This design comes from an exercise in tuning for small area on the open sky130 flow, not from production work. Only simulation tests tie the RTL to the original design; equivalence was not proved. Power is estimated from default activity; no workload was simulated.

## flow/design.v (module list and top-level ports; edited modules follow where they fit)
// module square_object: 17 lines
// module WallsMatrixBitMap: 347 lines
// module WallsColorTable: 1091 lines
// module WALL_DISPLAY: 40 lines
module WALL_DISPLAY (
	input  logic        clk,
	input  logic        resetN,
	input  logic [10:0] pixelX,
	input  logic [10:0] pixelY,
	input  logic [10:0] topLeftX,
	input  logic [10:0] topLeftY,
	input  logic        Wall_Bomb_collision,
	input  logic        startOfFrame,
	output logic        wallsDrawingRequest,
	output logic        BreakablesDrawingRequest,
	output logic [7:0]  WallsRGB,
	output logic        block_broke
);
  // ...
==> flow/run.sh <==
#!/bin/bash
# synth_recipe.tcl (not shown) runs the flow's synth.tcl, then flattens the netlist and writes it again
# the make line also repeats each setting of config.mk as NAME=value (left out here)
make -C /OpenROAD-flow-scripts/flow DESIGN_CONFIG=/design/flow/config.mk WORK_HOME=/design/flow/orfs CLKGATE_MAP_FILE= SYNTH_SCRIPT=/design/flow/synth_recipe.tcl finish
==> flow/config.mk <==
export PLATFORM = sky130hd
export DESIGN_NAME = WALL_DISPLAY
export DESIGN_NICKNAME = WALL_DISPLAY
export VERILOG_FILES = /design/flow/design.v
export SDC_FILE = /design/flow/constraint.sdc
export NUM_CORES = 4
export LEC_CHECK = 0
export ABC_AREA = 1
export CAP_MARGIN = 20
export CORE_MARGIN = 2
export CORE_UTILIZATION = 40
export CTS_BUF_LIST = sky130_fd_sc_hd__clkbuf_4 sky130_fd_sc_hd__clkbuf_8
export CTS_CLUSTER_SIZE = 24
export SLEW_MARGIN = 20
export SYNTH_MEMORY_MAX_BITS = 65536
==> flow/constraint.sdc <==
create_clock -name core_clock -period 12.0 [get_ports {clk}]
set_input_delay 2.4000 -clock core_clock [delete_from_list [all_inputs] [get_ports {clk}]]
set_output_delay 2.4000 -clock core_clock [all_outputs]
set_load 0.01 [all_outputs]
==> qor.txt, run 1 <==
sequential group power - 0.407 mW
count of nets left with antenna violations after detail routing - 0
count of placed standard cells including taps - 2231
Finished Core Util - 45.8%
total number of cells along the worst setup path - 12
clk buf depth - 2
delay of the slowest cell on the worst path - 0.49 ns
count of state elements after synthesis - 116
setup repair after global routing missed its margin - false
via count of the first global-routing pass - 12400
dpl hpwl - 38100 microns
overall overflow remaining after global route - 0
DRT met1 WL - 21900 microns
CP top delay family - simple AND/OR/NAND/NOR gates
worst slew slack as a fraction of its limit - 32.5%
fraction of power spent switching nets - 49.5%
result of the run - finished clean
register with the highest flop count - inst.st
DR top layer - met4
clock-pin slew reported for the worst setup and hold paths after clock tree synthesis - 0.08 ns
group with the largest share of power - combinational logic
design internal power - 0.772 mW
met1 global-route usage - 49.3%
leading registers by flop count - inst.st: 90 flops, inst.RGBout: 8 flops, inst.tileId: 6 flops
DRT Pass-1 Iters - 7
type of the worst setup path - flop to output port
dominant synthesized flop cell - dfrtp_1
worst setup path startpoint - inst.tileId[4]$_DFF_PN0_
Arrival @ worst endpoint - 3.64 ns
number of hold violations in the final report - 0
sum of routed wire length over all layers - 49100 microns
share of layout cells above drive strength 1 - 7.83%
multi-input gate count - 1430
Setup violations, final - 0
final critical path time including I/O delays and setup - 6.04 ns
Cell Rows - 60
maximum level of the CTS H-tree - 4
r2r worst-path depth - 14
effective utilization at floorplan - 40.9%
CP most frequent cell - nor2_1
==> inputs of run 2 (changes only) <==
--- a/flow/config.mk
+++ b/flow/config.mk
@@ -9,7 +9,5 @@
 export CAP_MARGIN = 20
 export CORE_MARGIN = 2
 export CORE_UTILIZATION = 40
-export CTS_BUF_LIST = sky130_fd_sc_hd__clkbuf_4 sky130_fd_sc_hd__clkbuf_8
-export CTS_CLUSTER_SIZE = 24
 export SLEW_MARGIN = 20
 export SYNTH_MEMORY_MAX_BITS = 65536
==> qor.txt, run 2 <==
max cap viols - 0
register with the highest flop count - inst.st
number of flip-flops in the largest register - 90
Post-CTS Setup Repair Bufs - 0
number of buffers added on ports - 58
pin count of the biggest net entering global routing - 58
count of pins on the block boundary - 59
via count of the first global-routing pass - 12400 (+0.048%)
number of pins with negative max-slew slack in the final report - 0
most common cell after layout, fill and taps aside - nand2_1
DRT Pass-1 Iters - 6 (-1)
count of unresolved DRC violations after routing - 0
delay of the slowest cell on the worst path - 0.55 ns (+0.06 ns)
worst hold-check path type - flop to flop
cell area after synthesis - 11100 sq um
Hold Crit Depth - 2
crit start category - flop
setup repair after global routing missed its margin - false
cts bufs inserted - 17
worst slew slack as a fraction of its limit - 31.9% (-0.58 points)
cell at the root of the clock tree - clkbuf_16
clock skew - 0.0137 ns
total negative setup slack - 0 ns
instance count of the mapped netlist - 1832
dpl hpwl - 38100 microns (unchanged)
result of the run - finished clean
global-route total usage across every layer - 34.5%
overall overflow remaining after global route - 0 (unchanged)
clock net sink count - 116
distinct cell type count of the synthesized netlist - 63
maximum clock frequency - 167 MHz
Layout Area Growth over Synthesis - 13.7%
worst-path cell chain - nor2_1 -> buf_4 -> inv_2 -> nor2_1 -> nand2_1 -> nand2_1 -> nor2_1 -> nand2_1 -> nor2_1 -> nand3_1 -> nor2_2 -> nor2_1 -> clkdlybuf4s50_1
Post-Place Setup Slack - 6.23 ns
number of hold violations in the final report - 0 (unchanged)
quantity of gates resized following cts - 0
type of the worst setup path - flop to output port
standby leakage power - 6.50 nW
CP most frequent cell - nor2_1
ratio of routed vias to standard cells - 5.79
Async SR Flop Fraction - 91.4%
antenna violations before repair - 1
floorplan die height - 170 microns
total number of cells along the worst setup path - 13 (+1)
largest driver fanout on the critical path - 19
CTS tree - done
final critical path time including I/O delays and setup - 5.98 ns (-0.0692 ns)
diode count - 0
Arrival @ worst endpoint - 3.58 ns (-0.06 ns)
CP max stage cell - clkdlybuf4s50_1
Cell Rows - 60 (unchanged)
insertion delay to the later sink of the worst-skew pair - 0.42 ns
Setup violations, final - 0 (unchanged)
clock-pin slew reported for the worst setup and hold paths after clock tree synthesis - 0.06 ns (-0.02 ns)
detailed-route via count - 13100
worst path required time - 9.60 ns
proportion of netlist area held by the largest area contributor - 21.0%
clk buf depth - 2 (unchanged)
hold buffer count at CTS - 0
synthesized area per cell - 6.05 sq um
leading registers by flop count - inst.st: 90 flops, inst.RGBout: 8 flops, inst.tileId: 6 flops
Yosys top cell by area - nand2_1
CP top delay family - simple AND/OR/NAND/NOR gates
maximum level of the CTS H-tree - 4 (unchanged)
sum of routed wire length over all layers - 49400 microns (+0.52%)
Power per Cell Area - 132 nW/um^2
number of nets in the synthesized netlist - 1932
flip-flop and latch area - 2900 sq um
commonest cells in the netlist - nand2_1, inv_1, nor2_1
Routed wire per std cell - 21.8 microns
drt first-iter violations - 1835
dominant cells by area after synthesis - nand2_1, dfrtp_1, dfstp_2
dominant synthesized flop cell - dfrtp_1
maximum vdd ir drop - 0.0000975 V
final period utilization - 49.8%
area of the die - 29100 sq um
wire length of the first global-routing pass - 75200 microns
share of layout cells above drive strength 1 - 7.77% (-0.053 points)
count of state elements after synthesis - 116 (unchanged)
effective utilization at floorplan - 40.9% (unchanged)
area of the multi-input gates - 7050 sq um
Tightest Pin Transition - 1.02 ns
number of warnings printed during yosys synthesis - 1
core area - 27100 sq um
Tot Pwr - 1.67 mW
count of fill cells added during filler insertion - 2851
count of nets left with antenna violations after detail routing - 0 (unchanged)
Post-synth EDFFs - 0
cell with the most instances after synthesis - nand2_1
overall die width - 170 microns
number of nets in the finished design - 1978
CP Capture Type - output port
Worst Slack Setup Final - 6.02 ns
most frequent cells in the layout - nand2_1, inv_1, nor2_1
share of the yosys chip area belonging to registers - 26.2%
GPL Wtd Cong - 1.05
CP Buf/Inv Count - 3
r2r worst-path depth - 14 (unchanged)
-- run 2: cell counts after synthesis --
Identical to the previous run, type by type.
-- run 2: power by group --
group	total, mW	internal [mW]	leakage, nW	switching (mW)
Sequential	0.408	0.399	1.38	0.00879
Clock	0.507	0.307	0.270	0.200
Combinational	0.752	0.185	4.85	0.568
-- run 2: logic make-up (layout without fill, tap and decap cells) --
logic type	after synthesis	in the layout	share of synthesized area (%)
and+or+nand+nor	1117	1117	43.1
buffers and inverters	286	345	10.3
DFF	116	116	26.2
AOI/OAI and AO/OA	249	249	13.5
xor gates and xnor gates	12	12	1.02
adders and majority gates	52	52	6.01
-- run 2: path summary, 6_finish.rpt --
path | startpoint | to | slack, ns
worst max-delay path | inst.tileId[5]$_DFF_PN0_ | BreakablesDrawingRequest | 6.02
worst min-delay path | inst.st[87]$_DFFE_PN1P_ | inst.st[87]$_DFFE_PN1P_ | 0.47
worst max register to register | inst.px[4]$_DFF_P_ | inst.RGBout[4]$_DFF_PN0_ | 7.38
worst min register to register | inst.st[87]$_DFFE_PN1P_ | inst.st[87]$_DFFE_PN1P_ | 0.47
max in group asynchronous | resetN | inst.tileId[2]$_DFF_PN0_ | 8.80
min in group asynchronous | resetN | inst.RGBout[2]$_DFF_PN0_ | 1.98
-- run 2: through the flow --
| stage | area [sq um] | util, % | cells | hold slack, ns |
|---|---|---|---|---|
| after global placement | 12000 | 44.4 | 2231 | 0.454 |
| final | 12600 | 46.5 | 2263 | 0.469 |
| after detailed placement | 12000 | 44.4 | 2231 | 0.459 |
| after floorplan | 11100 | - | 1832 | 0.443 |
| after CTS | 12600 | 46.5 | 2263 | 0.469 |
| after global routing | 12600 | 46.5 | 2263 | 0.477 |
-- run 2: cell type report --
| class | count | share of cell area (%) |
|---|---|---|
| Clock inverter | 14 | 1.20 |
| Inverter | 237 | 7.06 |
| Multi-Input combinational cell | 1430 | 56.0 |
| Tap cell | 372 | 3.69 |
| Clock buffer | 18 | 3.41 |
| Sequential cell | 116 | 23.0 |
| Timing Repair Buffer | 76 | 5.66 |
-- run 2: metal layers --
metal / track usage [%] / routed length (microns)
met1: 49.5 / 21800
met2: 50.0 / 19800
met3: 10.4 / 6310
met4: 9.25 / 1400
met5: 0 / 8
-- run 2: worst register-to-register path: cells and delay by family (launching register included) --
kind	cells	cell delay, ns
AND/OR/NAND/NOR	6	1.10
flip-flops	1	0.31
buffers and inverters	3	0.93
AO/OA/AOI/OAI	4	1.45
adder cells (fa/ha/maj)	1	0.73
==> inputs of run 3 (changes only) <==
--- a/flow/config.mk
+++ b/flow/config.mk
@@ -9,5 +9,6 @@
 export CAP_MARGIN = 20
 export CORE_MARGIN = 2
 export CORE_UTILIZATION = 40
+export CTS_BUF_LIST = sky130_fd_sc_hd__clkbuf_8
 export SLEW_MARGIN = 20
 export SYNTH_MEMORY_MAX_BITS = 65536
==> qor.txt, run 3 <==
hold buffer count at CTS - 0 (unchanged)
type of the worst setup path - flop to output port
most frequent cells in the layout - nand2_1, inv_1, nor2_1
placed standard-cell area - 12000 sq um (unchanged)
DR top layer - met4
commonest cells in the netlist - nand2_1, inv_1, nor2_1
maximum level of the CTS H-tree - 4 (unchanged)
dominant synthesized flop cell - dfrtp_1
r2r worst-path depth - 14 (unchanged)
Synth Area in Simple Gates - 43.1% (unchanged)
share of the yosys chip area belonging to registers - 26.2% (unchanged)
overall overflow remaining after global route - 0 (unchanged)
core area - 27100 sq um (unchanged)
diode count - 0 (unchanged)
xor/xnor cell area share of the yosys netlist - 1.02% (unchanged)
DR WL met2 - 19700 microns (-0.65%)
insertion delay to the later sink of the worst-skew pair - 0.44 ns (+0.02 ns)
proportion of netlist area held by the largest area contributor - 21.0% (unchanged)
min-delay src - inst.st[45]$_DFFE_PN1P_
Yosys top cell by area - nand2_1
share of synthesized cell area in full adder, half adder and majority cells - 6.01% (unchanged)
clock-pin slew reported for the worst setup and hold paths after clock tree synthesis - 0.07 ns (about the same)
combinational family with the most area after synthesis - simple AND/OR/NAND/NOR gates
maximum vdd ir drop - 0.0000697 V (-29%)
clock skew - 0.0211 ns (+0.00733 ns)
number of nets in the finished design - 1978 (unchanged)
instance count of the mapped netlist - 1832 (unchanged)
sum of routed wire length over all layers - 49000 microns (-0.66%)
Cell Rows - 60 (unchanged)
total negative setup slack - 0 ns (unchanged)
wire length of the first global-routing pass - 74900 microns (-0.46%)
max cap viols - 0 (unchanged)
internal reg-to-reg setup slack - 7.52 ns (+0.14 ns)
number of warnings printed during yosys synthesis - 1 (unchanged)
final critical path time including I/O delays and setup - 6.05 ns (+0.0731 ns)
area of the die - 29100 sq um (unchanged)
most common cell after layout, fill and taps aside - nand2_1
number of hold violations in the final report - 0 (unchanged)
leading registers by flop count - inst.st: 90 flops, inst.RGBout: 8 flops, inst.tileId: 6 flops
CP top delay family - simple AND/OR/NAND/NOR gates
dominant cells by area after synthesis - nand2_1, dfrtp_1, dfstp_2
worst path required time - 9.60 ns (about the same)
drt first-iter violations - 1712 (-6.7%)
endpoint of the worst hold-timing path - inst.st[45]$_DFFE_PN1P_
Power per Cell Area - 123 nW/um^2 (-7.2%)
worst slew slack as a fraction of its limit - 33.1% (+1.2 points)
global-route total usage across every layer - 34.3% (-0.19 points)
distinct cell type count of the synthesized netlist - 63 (unchanged)
clk buf depth - 2 (unchanged)
DRT Pass-1 Iters - 6 (unchanged)
final instance area - 12400 sq um (-1.5%)
number of flip-flops in the largest register - 90 (unchanged)
wire length on met3 - 6220 microns (-1.4%)
CP Buf/Inv Count - 3 (unchanged)
standby leakage power - 6.42 nW (-1.3%)
multiplexer area fraction after synthesis - 0% (unchanged)
Layout Area Growth over Synthesis - 12.0%
count of pins on the block boundary - 59 (unchanged)
maximum clock frequency - 165 MHz (-1.2%)
delay of the slowest cell on the worst path - 0.49 ns (-0.06 ns)
dpl hpwl - 38100 microns (unchanged)
Async SR Flop Fraction - 91.4% (unchanged)
Post-synth EDFFs - 0 (unchanged)
count of nets left with antenna violations after detail routing - 0 (unchanged)
Hold Crit Depth - 2 (unchanged)
crit start category - flop
reg2reg start - inst.px[4]$_DFF_P_
number of nets in the synthesized netlist - 1932 (unchanged)
CP most frequent cell - nor2_1
cell at the root of the clock tree - clkbuf_8
Routed wire per std cell - 21.7 microns (-0.66%)
ratio of routed vias to standard cells - 5.80 (+0.16%)
setup repair after global routing missed its margin - false
cell with the most instances after synthesis - nand2_1
Setup violations, final - 0 (unchanged)
effective utilization at floorplan - 40.9% (unchanged)
smallest hold slack - 0.471 ns (+0.00234 ns)
Post-CTS Setup Repair Bufs - 0 (unchanged)
number of buffers added on ports - 58 (unchanged)
Arrival @ worst endpoint - 3.65 ns (+0.07 ns)
worst-path cell chain - inv_2 -> nand2_2 -> inv_2 -> nand4_1 -> nand2_1 -> nor2_1 -> nand2_1 -> nor2_1 -> nand3_1 -> nor2_2 -> nor2_1 -> clkdlybuf4s50_1
count of state elements after synthesis - 116 (unchanged)
final period utilization - 50.4% (+0.61 points)
CTS tree - done
Tightest Pin Transition - 1.00 ns (-0.0185 ns)
result of the run - finished clean
DRT met1 WL - 21700 microns (-0.37%)
detailed-route via count - 13100 (+0.16%)
count of unresolved DRC violations after routing - 0 (unchanged)
overall die width - 170 microns (unchanged)
cell area after synthesis - 11100 sq um (unchanged)
Finished Core Util - 45.8% (-0.71 points)
GPL Wtd Cong - 1.05 (unchanged)
pin count of the biggest net entering global routing - 58 (unchanged)
cts bufs inserted - 17 (unchanged)
share of layout cells above drive strength 1 - 7.77% (unchanged)
quantity of gates resized following cts - 0 (unchanged)
register with the highest flop count - inst.st
number of pins with negative max-slew slack in the final report - 0 (unchanged)
largest driver fanout on the critical path - 29 (+10)
floorplan die height - 170 microns (unchanged)
via count of the first global-routing pass - 12400 (-0.048%)
area fraction in compound gates after synthesis - 13.5% (unchanged)
synthesized area per cell - 6.05 sq um (unchanged)
CP max stage cell - clkdlybuf4s50_1
worst hold-check path type - flop to flop
RR Endpoint - inst.RGBout[4]$_DFF_PN0_
antenna violations before repair - 1 (unchanged)
CP Capture Type - output port
clock net sink count - 116 (unchanged)
run 3: cell types whose count changed in the layout (fill, tap and decap cells not counted), sizes merged:
cell / delta
clkbuf: -1
inv: +1
run 3: power by group:
part / switching [mW] / internal, mW / total [mW]
Sequential: 0.00872 / 0.398 / 0.407
Combinational: 0.566 / 0.185 / 0.751
Clock: 0.180 / 0.185 / 0.365
Total: 0.755 / 0.769 / 1.52
run 3: worst max path at each step:
| stage | end | from | cells after the start |
|---|---|---|---|
| global placement | inst.tileId[3]$_DFF_PN0_ | pixelY[0] | 16 |
| global route | BreakablesDrawingRequest | inst.tileId[4]$_DFF_PN0_ | 12 |
| finish | BreakablesDrawingRequest | inst.tileId[4]$_DFF_PN0_ | 12 |
| CTS | BreakablesDrawingRequest | inst.tileId[4]$_DFF_PN0_ | 12 |
| detailed placement | inst.tileId[1]$_DFF_PN0_ | pixelY[0] | 16 |
| floorplan | inst.tileId[5]$_DFF_PN0_ | pixelY[0] | 17 |
run 3: per-layer routing:
metal  global-route usage (%)  up-vias
met5                        0        -
met4                     9.25        0
met3                     10.3      101
met2                     49.6      821
met1                     49.3     6140
li1                         -     6054
run 3: worst min-delay path, stage by stage, from the launching register on:
cell     delay [ns]
dfstp_2        0.37
nand2_1        0.06
nand2_1        0.04
run 3: metrics by stage:
step	setup slack [ns]	power [mW]	cells
floorplan	7.33	0.834	1832
global placement	6.21	1.14	2231
detailed placement	6.23	1.12	2231
CTS	6.04	1.49	2263
global route	5.78	1.60	2263
finish	5.95	1.52	2263
run 3: kinds of logic (layout without fill, tap and decap cells):
kind of cell | count (synthesis) | after routing
fa+ha+maj | 52 | 52
flops | 116 | 116
buf+inv | 286 | 345
xor+xnor | 12 | 12
simple gates | 1117 | 1117
compound gates | 249 | 249
run 3: final cells by class:
| type | instances | area (sq um) |
|---|---|---|
| multi-input combinational | 1430 | 7050 |
| sequential | 116 | 2900 |
| fill | 2881 | 14700 |
| tap | 372 | 465 |
| inverter | 237 | 890 |
| timing repair buffer | 76 | 713 |
| clock buffer | 17 | 234 |
| clock inverter | 15 | 155 |

-- port drivers added, routing unchanged --
In the flow no input, the clock included, has a driving cell. The finished layouts below were timed again as built, in two steps.
Step 1 sets driving cells, clkbuf_16 on the clock port and buf_2 on the other inputs (assumed; they add their load-dependent delay and slew).
Step 2 adds t to the input delays and takes it off the output delays; t is the mean of the earliest and latest rising clock arrival at the registers after step 1. Input paths then give back, and output paths get back, about the clock's delay inside the block.
a / b / c = no drivers / after step 1 / after step 2; a / b = the first two.
run	t (ns)	slack for setup (ns)	worst setup path at the end	latest minus earliest clock arrival (ns)	worst data-port slew with drivers (ns)
run 1	0.473	5.955 / 5.910 / 6.176	input to register	0.021 / 0.021	0.06
run 2	0.463	6.024 / 5.975 / 6.165	input to register	0.014 / 0.014	0.06
run 3	0.473	5.951 / 5.906 / 6.175	input to register	0.021 / 0.021	0.06
After both steps every run listed still meets setup and hold.
